What follows belongs to an exercise in optimizing a design on an open flow for small area, a short achievable clock period and few clock cycles; a production flow would make more cautious choices. Where RTL was checked, it was by simulation tests only, not by an equivalence proof against the original. No functional check of the RTL was part of run 6. No activity file was given, so power comes from the tool's default toggle rates.

==> flow/design.v <==
module finder(clk,rst_n,wr,din,find,dfind,full,is,location);
	input clk;
	input rst_n;
	input wr;
	input [7:0] din;
	input find;
	input [7:0] dfind;
	output reg full;
	output reg is;
	output [5:0] location;
	reg [7:0] mem [0:62];
	reg [5:0] pointer;
	always @(posedge clk or negedge rst_n)
		if (!rst_n) begin
			pointer <= 6'd0;
			full <= 1'b0;
		end else if (wr) begin
			if (pointer != 6'd63) begin
				pointer <= pointer + 6'd1;
				full <= 1'b0;
			end else begin
				pointer <= 6'd0;
				full <= 1'b1;
			end
		end
	genvar i;
	generate
		for (i = 0; i < 63; i = i + 1) begin : g_mem
			always @(posedge clk)
				if (wr && pointer == i)
					mem[i] <= din;
		end
	endgenerate
	wire [5:0] p = location;	 
	wire [63:0] m;
	generate
		for (i = 0; i < 63; i = i + 1) begin : g_cmp
			assign m[i] = (mem[i] == dfind);
		end
	endgenerate
	assign m[63] = 1'b0;
	wire [31:0] hs;
	generate
		for (i = 0; i < 32; i = i + 1) begin : g_h
			assign hs[i] = (m[i] & ~p[5] & (p[4:0] <= i)) |
			               (m[32 + i] & p[5] & (p[4:0] <= i));
		end
	endgenerate
	function [5:0] first32(input [31:0] v);
		reg [4:0] idx;
		integer k;
		begin
			idx = 5'd0;
			for (k = 31; k >= 0; k = k - 1)
				if (v[k]) idx = k;
			first32 = {|v, idx};
		end
	endfunction
	wire [5:0] c_h = first32(hs);
	wire [5:0] c_l = first32(m[31:0]);
	wire [5:0] c_u = first32(m[63:32]);
	reg n_h, s_l, s_u, loc5;
	reg [4:0] i_h, i_l, i_u;
	always @(posedge clk or negedge rst_n)
		if (!rst_n) begin
			is <= 1'b0;
			n_h <= 1'b0;
			s_l <= 1'b0;
			s_u <= 1'b0;
			loc5 <= 1'b0;
			i_h <= 5'd0;
			i_l <= 5'd0;
			i_u <= 5'd0;
		end else if (find) begin
			is <= c_l[5] | c_u[5];
			n_h <= ~c_h[5];
			s_l <= ~c_h[5] & (p[5] ? c_l[5] : ~c_u[5]);
			s_u <= ~c_h[5] & (p[5] ? ~c_l[5] : c_u[5]);
			loc5 <= c_h[5] ? p[5] : (p[5] ? ~c_l[5] : c_u[5]);
			i_h <= c_h[4:0];
			i_l <= c_l[4:0];
			i_u <= c_u[4:0];
		end
	assign location = {loc5, ({5{~n_h}} & i_h) | ({5{s_l}} & i_l) | ({5{s_u}} & i_u)};
endmodule
==> flow/run.sh <==
#!/bin/bash
# synth_recipe.tcl (not shown) runs the flow's synth.tcl, then flattens the netlist and writes it again
# the make line also repeats each setting of config.mk as NAME=value (left out here)
make -C /OpenROAD-flow-scripts/flow DESIGN_CONFIG=/design/flow/config.mk WORK_HOME=/design/flow/orfs CLKGATE_MAP_FILE= SYNTH_SCRIPT=/design/flow/synth_recipe.tcl finish
==> flow/config.mk <==
export PLATFORM = sky130hd
export DESIGN_NAME = finder
export DESIGN_NICKNAME = finder
export VERILOG_FILES = /design/flow/design.v
export SDC_FILE = /design/flow/constraint.sdc
export NUM_CORES = 4
export LEC_CHECK = 0
export CAP_MARGIN = 20
export CORE_MARGIN = 2
export CORE_UTILIZATION = 30
export CTS_BUF_LIST = sky130_fd_sc_hd__clkbuf_8
export CTS_CLUSTER_DIAMETER = 60
export CTS_CLUSTER_SIZE = 18
export SETUP_SLACK_MARGIN = 4.65
export SLEW_MARGIN = 20
==> flow/constraint.sdc <==
create_clock -name core_clock -period 8.0 [get_ports {clk}]
set_input_delay 1.6000 -clock core_clock [delete_from_list [all_inputs] [get_ports {clk}]]
set_output_delay 1.6000 -clock core_clock [all_outputs]
set_load 0.01 [all_outputs]
==> results of run 1 <==
[worst max-delay path: cells and delay by family, from the launching register on]
| kind | cells | cell delay, ps |
|---|---|---|
| AOI/OAI and AO/OA | 1 | 250 |
| buffers and inverters | 3 | 330 |
| DFF | 1 | 450 |
| and+or+nand+nor | 1 | 140 |
[metrics by stage]
step / instances / worst slack, ps
after global placement: 2820 / 2980
after detailed placement: 2820 / 2880
after global routing: 2930 / 4540
after floorplan: 1779 / 4440
after CTS: 2915 / 4170
final: 2930 / 4590
[kinds of logic (layout without fill, tap and decap cells)]
family	Yosys count	in the layout	share of synthesized area
compound gates	168	168	0.0476
mux	10	10	0.00456
xor+xnor	506	506	0.178
flops	531	531	0.633
buf+inv	95	175	0.0357
fa+ha+maj	4	4	0.00200
simple gates	465	465	0.0994
other cells	0	1	0
[cells in the mapped netlist (3+ instances only)]
cell type / instances / area, um2
nand2b_1: 3 / 18.8
dfrtp_1: 27 / 676
a2bb2oi_1: 3 / 26.3
a211oi_1: 14 / 105
o21a_1: 4 / 30.0
nor2b_1: 15 / 93.8
nor4_1: 69 / 432
xor2_1: 264 / 2310
buf_4: 4 / 30.0
a22o_1: 3 / 26.3
and2_1: 7 / 43.8
o2bb2ai_1: 4 / 35.0
nor2_1: 129 / 484
nand3b_1: 5 / 37.5
buf_8: 14 / 210
clkbuf_1: 17 / 63.8
o211ai_1: 11 / 82.6
nand4_1: 70 / 438
inv_1: 11 / 41.3
a221oi_1: 3 / 26.3
buf_6: 33 / 372
nand4_2: 3 / 37.5
and3_1: 4 / 25.0
a211o_1: 3 / 26.3
or3_1: 5 / 31.3
mux2_2: 7 / 78.8
o31ai_1: 5 / 37.5
a31o_2: 3 / 26.3
ha_1: 4 / 50.1
nand3_1: 31 / 155
buf_12: 6 / 120
nor3_1: 17 / 85.1
nand2_1: 72 / 270
o2111ai_1: 3 / 26.3
or2_2: 11 / 68.8
buf_2: 4 / 20.0
xnor2_1: 242 / 2120
o21ai_0: 42 / 210
and4_1: 4 / 35.0
edfxtp_1: 504 / 15100
nand4b_1: 4 / 35.0
a31oi_1: 6 / 37.5
a21oi_1: 29 / 145
[worst paths after layout]
check / cells past startpoint / slack [ps] / startpoint / endpoint
max reg2reg: 11 / 5210 / s_l / i_h[1]
min in group asynchronous: 2 / 1390 / rst_n / i_l[2]
max: 5 / 4590 / s_l / location[1]
min reg2reg: 1 / 510 / i_h[4] / i_h[4]
max in group asynchronous: 2 / 6250 / rst_n / s_u
min: 1 / 510 / i_h[4] / i_h[4]
[state kept, by name (all words and copies together) (netlist names)]
| name | cells |
|---|---|
| mem | 504 |
| loc5 | 1 |
| full | 1 |
| s_u | 1 |
| s_l | 1 |
| pointer | 6 |
| is | 1 |
| i_h | 5 |
| i_u | 5 |
| n_h | 1 |
| i_l | 5 |
[metal layers]
layer / GRT usage / vias up / share of wire
met1: 0.214 / 7658 / 0.42
li1: - / 6593 / -
met5: 0 / - / 0.00018
met3: 0.0326 / 113 / 0.069
met2: 0.267 / 564 / 0.48
met4: 0.0469 / 2 / 0.034
[cells in the final DEF, fill, tap and decap left out, drive strengths merged, types with 17 or more instances in the layout]
cell type / n
edfxtp: 504
xor2: 264
xnor2: 242
nor2: 131
nand4: 73
nand2: 73
nor4: 71
buf: 66
clkbuf: 52
o21ai: 43
nand3: 32
inv: 30
a21oi: 29
dfrtp: 27
nor3: 17
[repair_timing]
action	in CTS	in global routing
cloned	9	9
hold buffers	0	0
resized for setup	171	41
buffers inserted	16	5
pin swaps	11	10
endpoints found under the setup margin	401	149
[power breakdown]
part | internal [uW] | switching [uW] | total, uW
Clock | 683 | 913 | 1600
Combinational | 452 | 782 | 1230
Sequential | 3150 | 74.0 | 3220
[final cells by class]
class | count | share of cell area
repair buffers | 89 | 0.0491
clock buffers | 43 | 0.0209
well taps | 1070 | 0.0473
multi-input cells | 1153 | 0.311
diodes | 1 | 0.0000884
flip-flops and latches | 531 | 0.559
inverters | 16 | 0.00292
clock inverters | 27 | 0.0104
==> results.toml, run 1 <==
[layout]
nets = 1855
seq_area_um2 = 15800
multi_input_area_um2 = 8790
fill_cells = 7890
area_growth_pct = 13.4
final_area_um2 = 28300
drive_gt1_frac = 0.155
final_core_utilization = 0.344

[yosys]
synth_seq_cells = 531
yosysUniqueCellTypes = 91
syn_inst = 1779
async_reset_ff_frac = 0.0508
synth-edff-count = 504
synth.avg_cell_area_um2 = 14.0
synth_ff_type = "edfxtp_1"
syn-cell-area_um2 = 25000
synth-seq-area-share = 0.633
ys_warn_count = 2
syn_nets = 1803

[floorplan]
core-area_um2 = 82200
io-pin-count = 28
dieHeight_um = 292
initial_utilization = 0.304
die_w_um = 292
num_rows = 105
die_area_um2 = 85500

[routing]
wl_mm = 71.8
viasPerCell = 5.10
drc = 0
ant_nets = 0
drtIter0Drc = 1575
wl_per_cell_um = 24.5
vias = 14900
drt-pass1-iter-count = 6

[setup_path]
crit_path_start_kind = "register"
critical_path_class = "reg -> out"
crit_path_frequent_cell = "buf_6"
cp_slowest_stage_delay_ps = 450
endpoint_kind = "output pin"
worstPathArrival_ps = 1810
cp_slowest_cell = "dfrtp_2"
path_cells = "buf_6 > a22o_4 > nor2_4 > inv_4 > buf_6"
critPathMaxFanout = 4
required_ps = 6400

[global_route]
grt_use_total = 0.162
grt_max_degree = 64
grt_pass1_vias = 14900
grt-ovfl-total = 0
antenna_found_initial = 2
grt_pass1_wl_mm = 102

[cts]
cts_tree = "yes"
clkLatencyLatePin_ps = 660
htree_levels = 2
max-clock-path-buffers = 3
clock-sinks = 531
path_clk_slew_ps = 100
cts-root-buf = "clkbuf_8"
numCtsBuffers = 40

[place]
placed_area_um2 = 25900
dpl.hpwl_mm = 39.7
port_buffers = 27
place.gp.congestion = 0.926

[sta]
fmax_mhz = 293
rsz0062_at_grt = "yes"
timing.final.crit_share = 0.426
hold_violations = 0
totalNegativeSetupSlack_ps = 0
worst_slew_pin_slew_ps = 965
setup_viol = 0
slew_violations = 0
relSlewSlack = 0.357
skew_ps = 47.6
layout_min_cycle_time_ps = 3410
hold_ws_ps = 514

[run_status]
outcome = "complete, no violations"

[power]
vdd.ir_drop.worst_mv = 0.115
powerDensity_nw_per_um2 = 214
p_total_uw = 6050
leakagePower_uw = 0.00893

[job]
max-cap-violations = 0

[worst_hold_path]
hp-class = "reg -> reg"
Testbench counts, summed over its fixed seeds: cycles 2,400.
==> run 2: changes to the inputs <==
--- a/flow/config.mk
+++ b/flow/config.mk
@@ -8,5 +8,5 @@
 export CAP_MARGIN = 20
 export CORE_MARGIN = 2
-export CORE_UTILIZATION = 30
+export CORE_UTILIZATION = 50
 export CTS_BUF_LIST = sky130_fd_sc_hd__clkbuf_8
 export CTS_CLUSTER_DIAMETER = 60
==> results.toml, run 2 <==
[floorplan]
initial_utilization = 0.508
dieHeight_um = 227
core-area_um2 = 49200
die_w_um = 227
num_rows = 81
die_area_um2 = 51700
io-pin-count = 28

[layout]
top_regs = "mem x504, pointer x6"
nets = 1948
area_growth_pct = 15.9
final_cell_mix = "504 x edfxtp_1, 261 x xor2_1, 242 x xnor2_1"
final_area_um2 = 28900
largest_reg_flops = 504
largest_register = "mem"
drive_gt1_frac = 0.215
antennaDiodeCount = 0
mostFrequentLayoutCell = "edfxtp_1"
fill_cells = 3877

[routing]
drc = 0
wl_per_cell_um = 28.5
drt-pass1-iter-count = 6
vias = 15500
drtIter0Drc = 1919
wl_mm = 74.8
viasPerCell = 5.91
ant_nets = 0

[setup_path]
endpoint_kind = "output pin"
crit_path_start_kind = "register"
required_ps = 6400
critPathMaxFanout = 10
critical_path_class = "reg -> out"
worstPathArrival_ps = 1950

[cts]
max-clock-path-buffers = 3
path_clk_slew_ps = 110
clock-sinks = 531
cts-root-buf = "clkbuf_8"
numCtsBuffers = 43
cts_tree = "yes"
hold_buffers = 0
htree_levels = 2
clkLatencyLatePin_ps = 670

[global_route]
grt_pass1_vias = 14600
grt_max_degree = 64
grt_use_total = 0.281
grt_pass1_wl_mm = 102
antenna_found_initial = 0
grt-ovfl-total = 0

[yosys]
yosysUniqueCellTypes = 91
syn_nets = 1803
synth_ff_type = "edfxtp_1"
synth-seq-area-share = 0.633
syn_inst = 1779
synth_xor_xnor_area_share = 0.178
synth_mux_area_frac = 0.00456
synth_seq_cells = 531
synthAdderAreaFrac = 0.00200
yosysTopAreaCellShare = 0.606
synth_area_leaders = "edfxtp_1 61%, xor2_1 9.3%, xnor2_1 8.5%, dfrtp_1 2.7%, nor2_1 1.9%"
synth_compound_area_frac = 0.0476
synth.avg_cell_area_um2 = 14.0
yosys.area_share.simple = 0.0994
synth_top_family_by_area = "XOR/XNOR gates"
synth_top_cell_by_area = "edfxtp_1"
async_reset_ff_frac = 0.0508
ys_warn_count = 2
syn-cell-area_um2 = 25000
synth_most_common_cell = "edfxtp_1"
synth-edff-count = 504
synth_common_cells = "504 x edfxtp_1, 264 x xor2_1, 242 x xnor2_1"

[sta]
setup_viol = 0
rsz0062_at_grt = "yes"
relSlewSlack = 0.341
worst_slew_pin_slew_ps = 986
hold_violations = 0
timing.final.crit_share = 0.444
slew_violations = 0
layout_min_cycle_time_ps = 3550
skew_ps = 36.9
hold_ws_ps = 505
fmax_mhz = 282
totalNegativeSetupSlack_ps = 0

[run_status]
outcome = "complete, no violations"

[power]
p_sw_uw = 1920
p_int_uw = 4310
p_total_uw = 6230
vdd.ir_drop.worst_mv = 0.176
leakagePower_uw = 0.00948
p_seq_frac = 0.517
p_comb_frac = 0.225
powerDensity_nw_per_um2 = 215
netSwitchingFraction = 0.308
p_clk_frac = 0.258

[place]
dpl.hpwl_mm = 39.4
port_buffers = 27
place.gp.congestion = 0.965
placed_area_um2 = 25400

[job]
max-cap-violations = 0

[worst_hold_path]
hp-class = "reg -> reg"
-- run 2: cell counts after synthesis --
No cell type changed its count.
-- run 2: critical path, stage by stage, from the launching register on --
cell and delay (ps):
dfrtp_2 460, buf_4 150, nand2_1 70, and3_4 240, inv_8 80, dlygate4sd2_1 290
-- run 2: area by class of cell --
type                    instances  area, um2  share of cell area
clock inverters                34        289             0.00999
flip-flops and latches        531      15800               0.547
multi-input cells            1153       9060               0.313
repair buffers                179       2240              0.0775
well taps                     664        831              0.0287
inverters                      16       85.1             0.00294
clock buffers                  44        606              0.0209
-- run 2: worst paths after layout --
path,start,endpoint,slack [ps],cells past startpoint
max in group asynchronous,rst_n,n_h,6270,2
worst min-delay path,i_h[3],i_h[3],510,1
worst max-delay path,s_u,location[4],4450,5
worst min register to register,i_h[3],i_h[3],510,1
worst max register to register,s_l,i_h[1],4960,13
min in group asynchronous,rst_n,i_l[0],1350,2
-- run 2: logic make-up after synthesis --
group,after synthesis
flops,531
xor+xnor,506
simple gates,465
compound gates,168
buf+inv,95
mux,10
fa+ha+maj,4
-- run 2: repair_timing --
action / 4_1_cts / 5_1_grt
setup buffers: 22 / 85
pin swaps: 12 / 44
resized for setup: 164 / 120
cloned: 12 / 10
endpoints found under the setup margin: 394 / 259
-- run 2: metal layers --
layer | global-route usage | part of all wire
met1 | 0.393 | 0.43
met2 | 0.443 | 0.47
met3 | 0.0555 | 0.071
met4 | 0.0945 | 0.032
met5 | 0 | 0
-- run 2: per-stage QoR --
stage | util | setup slack, ps | instances
after global routing | 0.589 | 4400 | 2621
after detailed placement | 0.517 | 2800 | 2414
after floorplan | - | 4440 | 1779
after CTS | 0.559 | 4350 | 2526
final | 0.589 | 4450 | 2621
after global placement | 0.517 | 2780 | 2414
-- run 2: power groups by stage --
stage / logic [uW] / clock network [uW] / registers [uW]
5_1_grt: 1470 / 1720 / 3240
6_report: 1400 / 1610 / 3220
3_3_place_gp: 1020 / 0 / 3280
3_5_place_dp: 1020 / 0 / 3280
2_1_floorplan: 715 / 0 / 3250
4_1_cts: 1220 / 1620 / 3220
==> run 3: changes to the inputs <==
--- a/flow/config.mk
+++ b/flow/config.mk
@@ -8,5 +8,5 @@
 export CAP_MARGIN = 20
 export CORE_MARGIN = 2
-export CORE_UTILIZATION = 50
+export CORE_UTILIZATION = 25
 export CTS_BUF_LIST = sky130_fd_sc_hd__clkbuf_8
 export CTS_CLUSTER_DIAMETER = 60
==> results.toml, run 3 <==
[run_status]
outcome = "complete, no violations"

[yosys]
synth_ff_type = "edfxtp_1"
ys_warn_count = 2
synth_compound_area_frac = 0.0476
synthAdderAreaFrac = 0.00200
synth_xor_xnor_area_share = 0.178
synth.avg_cell_area_um2 = 14.0
yosys.area_share.simple = 0.0994
synth_common_cells = "504 x edfxtp_1, 264 x xor2_1, 242 x xnor2_1"
yosysTopAreaCellShare = 0.606
syn_inst = 1779
synth_most_common_cell = "edfxtp_1"
synth_mux_area_frac = 0.00456
async_reset_ff_frac = 0.0508
synth_top_family_by_area = "XOR/XNOR gates"
syn-cell-area_um2 = 25000
yosysUniqueCellTypes = 91
synth_seq_cells = 531
synth_top_cell_by_area = "edfxtp_1"
syn_nets = 1803
synth-seq-area-share = 0.633
synth-edff-count = 504
synth_area_leaders = "edfxtp_1 61%, xor2_1 9.3%, xnor2_1 8.5%, dfrtp_1 2.7%, nor2_1 1.9%"

[power]
leakagePower_uw = 0.00898
powerDensity_nw_per_um2 = 210
vdd.ir_drop.worst_mv = 0.0978
p_total_uw = 6040

[cts]
numCtsBuffers = 40
clkLatencyLatePin_ps = 670
max-clock-path-buffers = 3
cts-root-buf = "clkbuf_8"
htree_levels = 2
hold_buffers = 0
cts_tree = "yes"
clock-sinks = 531
path_clk_slew_ps = 120

[global_route]
grt_use_total = 0.135
grt-busiest-layer = "met2"
grt-ovfl-total = 0
grt_pass1_wl_mm = 103
grtUsageMet1 = 0.186
grt_pass1_vias = 14900
antenna_found_initial = 3
grt_max_degree = 64
use_met3 = 0.0282
use_met2 = 0.218

[sta]
timing.final.crit_share = 0.434
layout_min_cycle_time_ps = 3470
setup_viol = 0
totalNegativeSetupSlack_ps = 0
fmax_mhz = 288
slew_violations = 0
hold_violations = 0
rsz0062_at_grt = "yes"
worst_slew_pin_slew_ps = 1050
skew_ps = 36.1
relSlewSlack = 0.297

[place]
placed_cells = 3040
dpl.hpwl_mm = 41.6
place.gp.congestion = 0.937
port_buffers = 27

[setup_path]
crit_path_start_kind = "register"
worstPathArrival_ps = 1870
rr_startpoint = "loc5"
r2r-end = "i_h[4]"
reg2reg_slack_ps = 5140
critPathMaxFanout = 6
rr_worst_depth = 9
critical_path_class = "reg -> out"
endpoint_kind = "output pin"
required_ps = 6400

[worst_hold_path]
holdPathStages = 1
worstHoldStart = "i_h[3]"
hp-class = "reg -> reg"
hold_end = "i_h[3]"

[layout]
drive_gt1_frac = 0.170
stdcell_count = 3168
seq_area_um2 = 15800
mostFrequentLayoutCell = "edfxtp_1"
nets = 1877
fill_cells = 9840
largest_register = "mem"
largest_reg_flops = 504
multi_input_area_um2 = 8800
area_growth_pct = 14.9
top_regs = "mem x504, pointer x6"
final_cell_mix = "504 x edfxtp_1, 263 x xor2_1, 242 x xnor2_1"

[routing]
drtIter0Drc = 1702
drt-pass1-iter-count = 5
wl_mm = 73.6
vias = 15200
viasPerCell = 4.79
wl_per_cell_um = 23.2
drc = 0
ant_nets = 0

[floorplan]
initial_utilization = 0.253
die_area_um2 = 102000
die_w_um = 320
dieHeight_um = 320
core-area_um2 = 98700
num_rows = 115
io-pin-count = 28

[job]
max-cap-violations = 0
## run 3: cell count changes in the layout (fill, tap and decap cells not counted), sizes merged
cell and change:
buf -65, bufbuf -2, bufinv -1, clkdlybuf4s50 -1
clkinv -6, diode +2, dlygate4sd2 -1, inv -2
## run 3: cell type report
type / instances / share of cell area
clock buffer: 43 / 0.0206
antenna: 2 / 0.000174
multi-input combinational: 1153 / 0.307
clock inverter: 25 / 0.00693
tap: 1287 / 0.0561
timing repair buffer: 111 / 0.0550
inverter: 16 / 0.00314
sequential: 531 / 0.551
## run 3: timing repair
item                                   in CTS  in global routing
buffers inserted                           19                 25
pin swaps                                  10                 21
endpoints found under the hold margin       0                  0
setup endpoints to repair                 301                291
gates cloned                                5                  9
resized for setup                         162                 85
## run 3: metrics by stage
| stage | cell area [um2] | worst slack, ps | hold slack (ps) | util |
|---|---|---|---|---|
| final | 28700 | 4530 | 526 | 0.291 |
| after global routing | 28700 | 4500 | 541 | 0.291 |
| after CTS | 27900 | 4480 | 513 | 0.282 |
| after detailed placement | 26200 | 2910 | 484 | 0.265 |
| after global placement | 26200 | 2960 | 484 | 0.265 |
| after floorplan | 25100 | 4440 | 444 | - |
## run 3: critical path, cell delays in order, from the launching register on
cell and delay (ps):
dfrtp_2 480, buf_6 130, a221oi_2 250, buf_6 180
inv_8 40, buf_6 120
## run 3: power breakdown
group	internal, uW	total (uW)	switching, uW
Clock	555	1490	937
Combinational	481	1310	833
Sequential	3150	3230	81.9
## run 3: per-layer routing
metal / up-vias / wire [um]
met5: - / 44
met4: 6 / 1390
met3: 91 / 5660
met2: 601 / 34600
met1: 7846 / 31900
li1: 6643 / -
## run 3: cell families after synthesis
kind of cell | count (synthesis)
muxes | 10
xor gates and xnor gates | 506
AOI/OAI and AO/OA | 168
adders and majority gates | 4
buffers and inverters | 95
and+or+nand+nor | 465
DFF | 531
## run 3: worst max path at each step
stage,from,to,cells after the start
finish,s_l,location[3],5
global route,s_l,location[3],5
CTS,wr,mem[13][1],3
detailed placement,dfind[4],loc5,10
global placement,dfind[4],loc5,10
floorplan,dfind[7],loc5,10
==> run 4: changes to the inputs <==
--- a/flow/config.mk
+++ b/flow/config.mk
@@ -8,5 +8,5 @@
 export CAP_MARGIN = 20
 export CORE_MARGIN = 2
-export CORE_UTILIZATION = 25
+export CORE_UTILIZATION = 35
 export CTS_BUF_LIST = sky130_fd_sc_hd__clkbuf_8
 export CTS_CLUSTER_DIAMETER = 60
==> results.toml, run 4 <==
[routing]
drtIter0Drc = 1494
ant_nets = 0
wl_per_cell_um = 26.6
vias = 15600
drc = 0
wl_mm = 76.6
viasPerCell = 5.40
drt-pass1-iter-count = 7

[sta]
slew_violations = 0
hold_violations = 0
relSlewSlack = 0.327
setup_viol = 0
fmax_mhz = 290
rsz0062_at_grt = "yes"
layout_min_cycle_time_ps = 3450
worst_slew_pin_slew_ps = 1010
totalNegativeSetupSlack_ps = 0
setup_ws_ps = 4550
timing.final.crit_share = 0.431
skew_ps = 27.2

[yosys]
ys_warn_count = 2
syn_nets = 1803
yosysUniqueCellTypes = 91
synth_ff_type = "edfxtp_1"
async_reset_ff_frac = 0.0508
synth-seq-area-share = 0.633
synth_most_common_cell = "edfxtp_1"
synth-edff-count = 504
yosysTopAreaCellShare = 0.606
syn_inst = 1779
synth.avg_cell_area_um2 = 14.0
synth_common_cells = "504 x edfxtp_1, 264 x xor2_1, 242 x xnor2_1"
syn-cell-area_um2 = 25000
synth_top_cell_by_area = "edfxtp_1"
synth_area_leaders = "edfxtp_1 61%, xor2_1 9.3%, xnor2_1 8.5%, dfrtp_1 2.7%, nor2_1 1.9%"
synth_seq_cells = 531

[global_route]
antenna_found_initial = 0
grt-ovfl-total = 0
grt_pass1_wl_mm = 104
grt_pass1_vias = 14800
grt_use_total = 0.193
grt_max_degree = 64

[floorplan]
die_w_um = 271
core-area_um2 = 70300
initial_utilization = 0.355
io-pin-count = 28
die_area_um2 = 73500
num_rows = 97
dieHeight_um = 271

[setup_path]
crit_path_start_kind = "register"
worstPathArrival_ps = 1850
endpoint_kind = "output pin"
critical_path_class = "reg -> out"
required_ps = 6400
critPathMaxFanout = 4

[layout]
area_growth_pct = 17.5
fill_cells = 6372
antennaDiodeCount = 0
largest_register = "mem"
mostFrequentLayoutCell = "edfxtp_1"
drive_gt1_frac = 0.219
seq_area_um2 = 15800
top_regs = "mem x504, pointer x6"
largest_reg_flops = 504
multi_input_area_um2 = 9160
nets = 1943
final_cell_mix = "504 x edfxtp_1, 256 x xor2_1, 240 x xnor2_1"

[power]
powerDensity_nw_per_um2 = 210
p_total_uw = 6160
leakagePower_uw = 0.00946
vdd.ir_drop.worst_mv = 0.183

[cts]
clock-sinks = 531
numCtsBuffers = 42
htree_levels = 2
cts-root-buf = "clkbuf_8"
clkLatencyLatePin_ps = 670
path_clk_slew_ps = 110
max-clock-path-buffers = 3
cts_tree = "yes"

[place]
place.gp.congestion = 0.951
dpl.hpwl_mm = 40.7
place_ws_ps = 2980
port_buffers = 27

[job]
max-cap-violations = 0

[worst_hold_path]
hp-class = "reg -> reg"

[run_status]
outcome = "complete, no violations"
run 4: routing by layer:
layer,up-vias,part of all wire,wire [um],track usage
li1,6765,-,-,-
met1,7994,0.42,32200,0.259
met2,659,0.48,36900,0.326
met3,141,0.065,5000,0.0269
met4,0,0.033,2530,0.0564
met5,-,0,0,0
run 4: timing repair:
action | CTS | global route
pin swaps | 10 | 59
endpoints found under the hold margin | 0 | 0
setup buffers | 17 | 86
resized for setup | 183 | 126
endpoints found under the setup margin | 274 | 236
hold buffers | 0 | 0
gates cloned | 11 | 10
run 4: critical path: stages, from the launching register on:
cell     delay, ps
dfrtp_2        460
buf_6          140
a22o_4         260
nor2_4         130
inv_4           70
buf_6          120
run 4: report_power, final:
part / total, uW / leakage (uW) / switching (uW) / internal (uW)
logic: 1370 / 0.00415 / 862 / 513
clock network: 1560 / 0.000429 / 965 / 597
registers: 3220 / 0.00488 / 72.8 / 3150
run 4: through the flow:
stage	instances	hold WS (ps)	utilization	area (um2)
2_1_floorplan	1779	444	-	25100
3_3_place_gp	2691	475	0.366	25700
3_5_place_dp	2691	466	0.366	25700
4_1_cts	2786	495	0.395	27800
5_1_grt	2882	504	0.417	29300
6_report	2882	505	0.417	29300
run 4: cell families after synthesis:
family | count (synthesis) | share of synthesized area
adders and majority gates | 4 | 0.00200
buffers and inverters | 95 | 0.0357
DFF | 531 | 0.633
xor gates and xnor gates | 506 | 0.178
muxes | 10 | 0.00456
AOI/OAI and AO/OA | 168 | 0.0476
and+or+nand+nor | 465 | 0.0994
run 4: layout make-up:
cell class                 count  share of cell area
clock buffer                  43              0.0202
clock inverter                24             0.00845
inverter                      16             0.00290
multi-input combinational   1153               0.312
sequential                   531               0.539
tap                          940              0.0401
timing repair buffer         175              0.0768
run 4: worst paths after layout:
path | startpoint | endpoint | slack [ps] | cells after the start
min | i_h[3] | i_h[3] | 500 | 1
max in group asynchronous | rst_n | i_u[2] | 6310 | 2
min reg2reg | i_h[3] | i_h[3] | 500 | 1
min in group asynchronous | rst_n | i_l[3] | 1340 | 2
max reg2reg | loc5 | loc5 | 5100 | 9
max | s_l | location[1] | 4550 | 5
==> run 5: changes to the inputs <==
--- a/flow/config.mk
+++ b/flow/config.mk
@@ -8,5 +8,5 @@
 export CAP_MARGIN = 20
 export CORE_MARGIN = 2
-export CORE_UTILIZATION = 35
+export CORE_UTILIZATION = 40
 export CTS_BUF_LIST = sky130_fd_sc_hd__clkbuf_8
 export CTS_CLUSTER_DIAMETER = 60
==> results.toml, run 5 <==
[yosys]
syn_nets = 1803
synth-seq-area-share = 0.633
syn_inst = 1779
async_reset_ff_frac = 0.0508
synth-edff-count = 504
synth_area_leaders = "edfxtp_1 61%, xor2_1 9.3%, xnor2_1 8.5%, dfrtp_1 2.7%, nor2_1 1.9%"
syn-cell-area_um2 = 25000
yosysUniqueCellTypes = 91
synth_seq_cells = 531
ys_warn_count = 2
synth.avg_cell_area_um2 = 14.0
synth_common_cells = "504 x edfxtp_1, 264 x xor2_1, 242 x xnor2_1"
synth_ff_type = "edfxtp_1"
yosysTopAreaCellShare = 0.606
synth_most_common_cell = "edfxtp_1"
synth_top_cell_by_area = "edfxtp_1"

[setup_path]
worstPathArrival_ps = 1850
endpoint_kind = "output pin"
rr_worst_depth = 12
reg2reg_slack_ps = 5030
r2r-end = "loc5"
critical_path_class = "reg -> out"
crit_path_start_kind = "register"
required_ps = 6400
rr_startpoint = "n_h"
critPathMaxFanout = 4

[layout]
final_core_utilization = 0.457
mostFrequentLayoutCell = "edfxtp_1"
antennaDiodeCount = 0
area_growth_pct = 12.8
largest_reg_flops = 504
largest_register = "mem"
stdcell_count = 2714
fill_cells = 5459
top_regs = "mem x504, pointer x6"
drive_gt1_frac = 0.161
final_cell_mix = "504 x edfxtp_1, 263 x xor2_1, 242 x xnor2_1"
nets = 1873

[floorplan]
io-pin-count = 28
dieHeight_um = 254
die_area_um2 = 64400
num_rows = 91
initial_utilization = 0.405
die_w_um = 254
core-area_um2 = 61700

[place]
place.gp.congestion = 0.925
port_buffers = 27
placed_cells = 2587
dpl.hpwl_mm = 39.8

[power]
powerDensity_nw_per_um2 = 217
leakagePower_uw = 0.00901
vdd.ir_drop.worst_mv = 0.169

[routing]
viasPerCell = 5.59
wl_mm = 73.4
drtIter0Drc = 1734
wl_per_cell_um = 27.0
vias = 15200
drt-pass1-iter-count = 6
drc = 0
ant_nets = 0

[sta]
worst_slew_pin_slew_ps = 1010
relSlewSlack = 0.328
totalNegativeSetupSlack_ps = 0
skew_ps = 36.8
fmax_mhz = 290
setup_viol = 0
layout_min_cycle_time_ps = 3450
rsz0062_at_grt = "yes"
slew_violations = 0
hold_violations = 0
timing.final.crit_share = 0.432

[global_route]
grt_use_total = 0.216
grt_pass1_vias = 15000
antenna_found_initial = 0
grt_max_degree = 64
grt-ovfl-total = 0
grt_pass1_wl_mm = 101

[cts]
clock-sinks = 531
htree_levels = 2
cts_tree = "yes"
cts-root-buf = "clkbuf_8"
path_clk_slew_ps = 100
numCtsBuffers = 41
clkLatencyLatePin_ps = 660
hold_buffers = 0
max-clock-path-buffers = 3

[worst_hold_path]
worstHoldStart = "i_h[3]"
hold_end = "i_h[3]"
holdPathStages = 1
hp-class = "reg -> reg"

[run_status]
outcome = "complete, no violations"

[job]
max-cap-violations = 0
run 5: cell counts after synthesis:
Identical to the previous run, type by type.
run 5: logic make-up (layout without fill, tap and decap cells):
group           Yosys count  after routing  share of synthesized area
xor+xnor                506            506                      0.178
flops                   531            531                      0.633
mux                      10             10                    0.00456
buf+inv                  95            193                     0.0357
compound gates          168            168                     0.0476
simple gates            465            465                     0.0994
fa+ha+maj                 4              4                    0.00200
run 5: final cells by class:
type / count / area, um2 / area share
Multi-Input combinational cell: 1153 / 8830 / 0.314
Clock inverter: 27 / 255 / 0.00906
Tap cell: 837 / 1050 / 0.0372
Sequential cell: 531 / 15800 / 0.561
Inverter: 16 / 86.3 / 0.00306
Clock buffer: 44 / 606 / 0.0215
Timing Repair Buffer: 106 / 1530 / 0.0543
run 5: report_power, final:
| part | switching [uW] | leakage [uW] | internal, uW | total, uW |
|---|---|---|---|---|
| clock network | 949 | 0.000455 | 633 | 1580 |
| registers | 78.5 | 0.00488 | 3150 | 3230 |
| logic | 820 | 0.00367 | 484 | 1300 |
run 5: worst max path at each step:
stage | slack [ps] | startpoint | cells after the start | end
after floorplan | 4440 | dfind[7] | 10 | loc5
after CTS | 4440 | s_l | 5 | location[4]
after global placement | 2870 | dfind[4] | 10 | loc5
after detailed placement | 2840 | dfind[4] | 10 | loc5
after global routing | 4510 | s_l | 5 | location[2]
final | 4550 | s_l | 5 | location[2]
run 5: routing by layer:
metal / vias up / part of all wire / GRT usage
met2: 636 / 0.48 / 0.363
li1: 6629 / - / -
met1: 7788 / 0.42 / 0.294
met4: 0 / 0.027 / 0.0558
met5: - / 0 / 0
met3: 120 / 0.072 / 0.0340
run 5: repair_timing:
item / in CTS / in global routing
cloned: 4 / 13
resized for setup: 163 / 58
pin swaps: 10 / 19
setup endpoints to repair: 130 / 78
buffers inserted: 18 / 21
run 5: worst max-delay path, stage by stage (launching register included):
cell     delay [ps]
dfrtp_2         470
buf_6           140
a22o_4          250
nor2_4          140
inv_4            80
buf_6           120
run 5: metrics by stage:
stage          total power [uW]  setup WS [ps]  hold WS, ps  area [um2]
2_1_floorplan              3970           4440          444       25100
3_3_place_gp               4300           2870          477       25600
3_5_place_dp               4310           2840          479       25600
4_1_cts                    6010           4440          509       27400
5_1_grt                    6300           4510          543       28200
6_report                   6110           4550          518       28200
==> run 6: changes to the inputs <==
--- a/flow/design.v
+++ b/flow/design.v
@@ -60,26 +60,26 @@
 	wire [5:0] c_l = first32(m[31:0]);
 	wire [5:0] c_u = first32(m[63:32]);
-	reg n_h, s_l, s_u, loc5;
+	reg s_h, s_l, s_u, loc5;
 	reg [4:0] i_h, i_l, i_u;
 	always @(posedge clk or negedge rst_n)
 		if (!rst_n) begin
 			is <= 1'b0;
-			n_h <= 1'b0;
+			s_h <= 1'b0;
 			s_l <= 1'b0;
 			s_u <= 1'b0;
 			loc5 <= 1'b0;
-			i_h <= 5'd0;
-			i_l <= 5'd0;
-			i_u <= 5'd0;
 		end else if (find) begin
 			is <= c_l[5] | c_u[5];
-			n_h <= ~c_h[5];
+			s_h <= c_h[5];
 			s_l <= ~c_h[5] & (p[5] ? c_l[5] : ~c_u[5]);
 			s_u <= ~c_h[5] & (p[5] ? ~c_l[5] : c_u[5]);
 			loc5 <= c_h[5] ? p[5] : (p[5] ? ~c_l[5] : c_u[5]);
+		end
+	always @(posedge clk)
+		if (find) begin
 			i_h <= c_h[4:0];
 			i_l <= c_l[4:0];
 			i_u <= c_u[4:0];
 		end
-	assign location = {loc5, ({5{~n_h}} & i_h) | ({5{s_l}} & i_l) | ({5{s_u}} & i_u)};
+	assign location = {loc5, ({5{s_h}} & i_h) | ({5{s_l}} & i_l) | ({5{s_u}} & i_u)};
 endmodule
==> results.toml, run 6 <==
[cts]
clock-sinks = 531
cts_tree = "yes"
path_clk_slew_ps = 110
max-clock-path-buffers = 3
cts-root-buf = "clkbuf_8"
numCtsBuffers = 42
htree_levels = 2
clkLatencyLatePin_ps = 670

[power]
p_sw_uw = 1970
netSwitchingFraction = 0.308
p_seq_frac = 0.506
p_clk_frac = 0.257
p_comb_frac = 0.238
leakagePower_uw = 0.00909
powerDensity_nw_per_um2 = 220
vdd.ir_drop.worst_mv = 0.139
p_int_uw = 4430

[setup_path]
cp_slowest_cell = "dfrtp_2"
required_ps = 6400
rr_worst_depth = 13
rr_startpoint = "s_h"
critical_path_class = "reg -> out"
path_cells = "buf_6 > a222oi_1 > buf_4 > clkinvlp_4 > buf_6"
crit_path_start_kind = "register"
endpoint_kind = "output pin"
cp_slowest_stage_delay_ps = 450
r2r-end = "loc5"
reg2reg_slack_ps = 4810
critPathMaxFanout = 5
worstPathArrival_ps = 2070
crit_path_frequent_cell = "buf_6"

[layout]
largest_reg_flops = 504
mostFrequentLayoutCell = "edfxtp_1"
fill_cells = 5183
largest_register = "mem"
final_cell_mix = "519 x edfxtp_1, 432 x xnor2_1, 119 x buf_4"
area_growth_pct = 18.5
top_regs = "mem x504, pointer x6"
nets = 1950
drive_gt1_frac = 0.212
multi_input_area_um2 = 8630
seq_area_um2 = 15900

[yosys]
synth_most_common_cell = "edfxtp_1"
syn-cell-area_um2 = 24500
synth_seq_cells = 531
synth_ff_type = "edfxtp_1"
syn_nets = 1785
async_reset_ff_frac = 0.0226
ys_warn_count = 2
syn_inst = 1761
yosysTopAreaCellShare = 0.636
synth-edff-count = 519
synth_top_cell_by_area = "edfxtp_1"
yosysUniqueCellTypes = 70
synth_area_leaders = "edfxtp_1 64%, xnor2_1 16%, nand4_1 2.9%, xor2_1 2.6%, nor2_1 2.4%"
synth_common_cells = "519 x edfxtp_1, 434 x xnor2_1, 157 x nor2_1"
synth-seq-area-share = 0.648
synth.avg_cell_area_um2 = 13.9

[routing]
viasPerCell = 5.58
drc = 0
wl_per_cell_um = 26.7
wl_mm = 73.1
ant_nets = 0
vias = 15300
drtIter0Drc = 1676
drt-pass1-iter-count = 5

[sta]
timing.final.crit_share = 0.459
relSlewSlack = 0.330
hold_violations = 0
fmax_mhz = 272
hold_ws_ps = 560
setup_ws_ps = 4330
setup_viol = 0
worst_slew_pin_slew_ps = 1000
slew_violations = 0
layout_min_cycle_time_ps = 3670
rsz0062_at_grt = "yes"
totalNegativeSetupSlack_ps = 0
skew_ps = 39.2

[worst_hold_path]
holdPathStages = 1
hold_end = "full"
hp-class = "reg -> reg"
worstHoldStart = "full"

[place]
dpl.hpwl_mm = 38.5
place_ws_ps = 2910
port_buffers = 27
place.gp.congestion = 0.940

[global_route]
grt-ovfl-total = 0
grt_pass1_wl_mm = 101
grt_use_total = 0.222
grt_max_degree = 64
grt_pass1_vias = 14500
antenna_found_initial = 2

[floorplan]
die_area_um2 = 63300
die_w_um = 252
io-pin-count = 28
num_rows = 90
dieHeight_um = 252
initial_utilization = 0.405
core-area_um2 = 60500

[job]
max-cap-violations = 0

[run_status]
outcome = "complete, no violations"
run 6: per-stage QoR:
step,util,cells,instance area [um2],total power [uW]
2_1_floorplan,-,1761,24900,4060
3_3_place_gp,0.421,2518,25400,4440
3_5_place_dp,0.421,2518,25400,4450
4_1_cts,0.457,2632,27600,6250
5_1_grt,0.480,2739,29000,6600
6_report,0.480,2739,29000,6400
run 6: worst max path at each step:
stage | endpoint | cells past startpoint | start
after detailed placement | i_l[1] | 10 | dfind[6]
after global routing | location[1] | 5 | s_h
final | location[4] | 5 | s_h
after CTS | location[4] | 5 | s_h
after global placement | i_h[0] | 11 | dfind[4]
after floorplan | i_h[0] | 12 | dfind[5]
run 6: area by class of cell:
type / count / share of cell area
antenna: 2 / 0.000172
clock buffer: 44 / 0.0209
clock inverter: 29 / 0.0101
inverter: 18 / 0.00293
multi-input combinational: 1133 / 0.297
sequential: 531 / 0.547
tap: 782 / 0.0337
timing repair buffer: 200 / 0.0881
run 6: timing repair:
action / 4_1_cts / 5_1_grt
buffers inserted: 26 / 94
setup endpoints to repair: 402 / 148
cloned: 15 / 11
pin swaps: 12 / 67
resized for setup: 172 / 90
hold buffers: 0 / 0
run 6: kinds of logic (layout without fill, tap and decap cells):
logic type	count (synthesis)	count (layout)	synth area share
xor+xnor	506	506	0.181
fa+ha+maj	4	4	0.00204
mux	3	3	0.00133
buf+inv	97	291	0.0275
compound gates	167	167	0.0466
other cells	0	2	0
flops	531	531	0.648
simple gates	453	453	0.0937
run 6: per-layer routing:
layer	global-route usage	wire (um)
met1	0.312	31500
met2	0.349	33600
met3	0.0353	5490
met4	0.0762	2510
met5	0	0
run 6: worst max-delay path, delay by kind of cell, from the launching register on:
| kind | cells | cell delay, ps |
|---|---|---|
| DFF | 1 | 450 |
| buffers and inverters | 4 | 690 |
| AOI/OAI and AO/OA | 1 | 290 |
run 6: power groups by stage:
stage	Combinational (uW)	Sequential (uW)	Clock, uW
global route	1600	3240	1750
global placement	1150	3290	0
floorplan	794	3260	0
detailed placement	1150	3300	0
finish	1520	3230	1640
CTS	1350	3230	1670

port drivers added, routing unchanged:
No port has a modelled driver above. Below, the same layouts with a new extraction and two added sets of constraints.
Step 1 assumes that a clkbuf_16 drives the clock port and a buf_2 every other input.
Step 2 times the ports against the registers' clock, not the clock port: input delays grow and output delays shrink by t, the midpoint of the rising clock arrivals with the driver on.
a / b / c = ideal ports / drivers / drivers and shift; a / b = the first two.
run	t (ns)	slack for setup (ns)	worst setup path after step 2
run 1	0.697	4.591 / 4.444 / 3.747	input to register
run 2	0.702	4.451 / 4.399 / 3.741	input to register
run 3	0.704	4.526 / 4.472 / 3.832	input to register
run 4	0.709	4.554 / 4.487 / 3.778	input to register
run 5	0.702	4.548 / 4.489 / 3.788	input to register
run 6	0.709	4.327 / 4.270 / 3.771	input to register
After both steps every run listed still meets setup and hold. The setup slack of run 1, which loses most, moves by -0.147 ns with the drivers and by -0.844 ns with both steps.
